From an optimization exercise on the open Yosys and OpenROAD flow, aimed at small area and a short achievable clock period; shortcuts taken in it are not production practice.
RTL that was checked went through simulation tests only; none was proved equivalent to the original.

run 1:
Design addmuladd_3_stage_signed_18_bit_xor_reduction, start of the top module:
module addmuladd_3_stage_signed_18_bit_xor_reduction(
	input signed [17:0] a,
	input signed [17:0] b,
	input signed [17:0] c,
	input signed [17:0] d,
	output [17:0] out,
	input clk);
==> flow/config.mk <==
export PLATFORM = sky130hd
export DESIGN_NAME = addmuladd_3_stage_signed_18_bit_xor_reduction
export DESIGN_NICKNAME = addmuladd_3_stage_signed_18_bit_xor_reduction
export VERILOG_FILES = /design/flow/design.v
export SDC_FILE = /design/flow/constraint.sdc
export NUM_CORES = 4
export LEC_CHECK = 0
export ABC_AREA = 1
export CAP_MARGIN = 20
export CORE_MARGIN = 2
export CORE_UTILIZATION = 40
export CTS_BUF_LIST = sky130_fd_sc_hd__clkbuf_4 sky130_fd_sc_hd__clkbuf_8
export SLEW_MARGIN = 20
==> flow/constraint.sdc <==
create_clock -name core_clock -period 10.0 [get_ports {clk}]
set_input_delay 2.0000 -clock core_clock [delete_from_list [all_inputs] [get_ports {clk}]]
set_output_delay 2.0000 -clock core_clock [all_outputs]
set_load 0.01 [all_outputs]
standard.sh (not shown) runs the stock make flow with config.mk's settings and CLKGATE_MAP_FILE= SYNTH_SCRIPT=/design/flow/synth_recipe.tcl, a recipe that flattens the netlist after the stock synthesis.
==> flow/flow/run.sh <==
#!/bin/bash
# The standard layout (standard.sh), with these changes:
#  - after the standard synthesis, inverters around full-adder cells are removed by
#    flipping the polarity of full adders (invopt2.py); registers are not touched;
#  - ports are buffered with buf_1 cells (the resizer upsizes them where timing needs it);
#  - timing repair aims at a larger setup margin than the design's clock needs, so
#    the layout is optimised for the period it achieves.
set -euo pipefail
MARGIN=6.9
R=$PWD/orfs/results/sky130hd/addmuladd_3_stage_signed_18_bit_xor_reduction/base
bash standard.sh $R/1_2_yosys.v > synth.log 2>&1
cp $R/1_2_yosys.v $R/1_2_yosys_std.v
python3 flow/invopt2.py $R/1_2_yosys_std.v $R/1_2_yosys.v > invopt.log 2>&1
bash standard.sh SETUP_SLACK_MARGIN=$MARGIN "BUFFER_PORTS_ARGS=-buffer_cell sky130_fd_sc_hd__buf_1" finish > layout.log 2>&1
Other scripts of this flow, unchanged in this note and not shown: flow/flow/invopt2.py
The flow did not stop early for run 1: all stages ran, and the layout cleared the timing, design-rule and antenna checks.
For run 2, these inputs were changed with respect to run 1:
--- a/flow/design.v
+++ b/flow/design.v
@@ -47,27 +47,27 @@
 	assign neg[8] = (h[16] & k[16] & ~k[17] & ~h[17] & ~t[8]) | (~h[16] & ~k[16] & k[17] & ~h[17] & ~t[8]) | (h[16] & ~k[16] & k[17] & ~h[17] & ~t[8]) | (~h[16] & k[16] & k[17] & ~h[17] & ~t[8]) | (~h[16] & ~k[16] & ~k[17] & h[17] & ~t[8]) | (h[16] & ~k[16] & ~k[17] & h[17] & ~t[8]) | (~h[16] & k[16] & ~k[17] & h[17] & ~t[8]) | (h[16] & k[16] & k[17] & h[17] & ~t[8]) | (h[16] & k[16] & ~k[17] & ~h[17] & t[8]) | (~h[16] & ~k[16] & k[17] & ~h[17] & t[8]) | (~h[16] & ~k[16] & ~k[17] & h[17] & t[8]) | (h[16] & k[16] & k[17] & h[17] & t[8]);
 	assign one[9] = t[9] ^ k[18];
 	assign two[9] = 1'b0;
 	assign neg[9] = k[18] & ~t[9];
 	reg [17:0] bn_r;
 	reg [9:0] onen_r, twon_r, neg_r;
 	reg [17:0] c_r;
 	wire [2:0] pr8;
 	reg [2:0] pr8_r;
 	assign pr8[0] = (one[8] & b[0]) ^ neg[8];
-	assign pr8[1] = ((one[8] & b[1]) | (two[8] & b[0])) ^ neg[8];
-	assign pr8[2] = ((one[8] & b[2]) | (two[8] & b[1])) ^ neg[8];
+	assign pr8[1] = (((one[8] & b[1]) | (two[8] & b[0])) ^ neg[8]);
+	assign pr8[2] = (((one[8] & b[2]) | (two[8] & b[1])) ^ neg[8]);
 	wire [2:0] pr9;
 	reg [2:0] pr9_r;
 	assign pr9[0] = (one[9] & b[0]) ^ neg[9];
-	assign pr9[1] = ((one[9] & b[1]) | (two[9] & b[0])) ^ neg[9];
-	assign pr9[2] = ((one[9] & b[2]) | (two[9] & b[1])) ^ neg[9];
+	assign pr9[1] = (((one[9] & b[1]) | (two[9] & b[0])) ^ neg[9]);
+	assign pr9[2] = (((one[9] & b[2]) | (two[9] & b[1])) ^ neg[9]);
 	always @(posedge clk) begin
 		pr8_r <= pr8;
 		pr9_r <= pr9;
 		bn_r <= ~b;
 		onen_r <= ~one;
 		twon_r <= ~two;
 		neg_r <= neg;
 		c_r <= c;
 	end
 	wire pp0_0;
### Flow results
- Run 1 -> run 2: routed wire length delta 0, exact match
- As far as maximum number of pins on one net before global-route repair goes, run 1 and run 2 are indistinguishable; the numbers are identical.
- Diff run 2..run 1 | average wire per cell in the routed design | unchanged
- Reported for run 1 and run 2, number of buffers inserted by post-CTS setup repair turned out identical to the last digit.
No functional check of the RTL was part of run 1.

static timing again, ports no longer ideal:
Ports are ideal in the flow. The routed layouts listed here were re-timed in OpenROAD.
Step 1 assumes that a clkbuf_16 drives the clock port and a buf_2 every other input.
Step 2 adds t to the input delays and takes it off the output delays; t is the mean of the earliest and latest rising clock arrival at the registers after step 1. Input paths then give back, and output paths get back, about the clock's delay inside the block.
a / b / c = ideal ports / drivers / drivers and shift; a / b = the first two.
run	t, ns	slack for setup (ns)	latest minus earliest clock arrival (ns)
run 1	0.528	6.924 / 6.880 / 6.567	0.016 / 0.016
run 2	0.528	6.924 / 6.880 / 6.567	0.016 / 0.016
After both steps setup and hold are still met in every run listed.
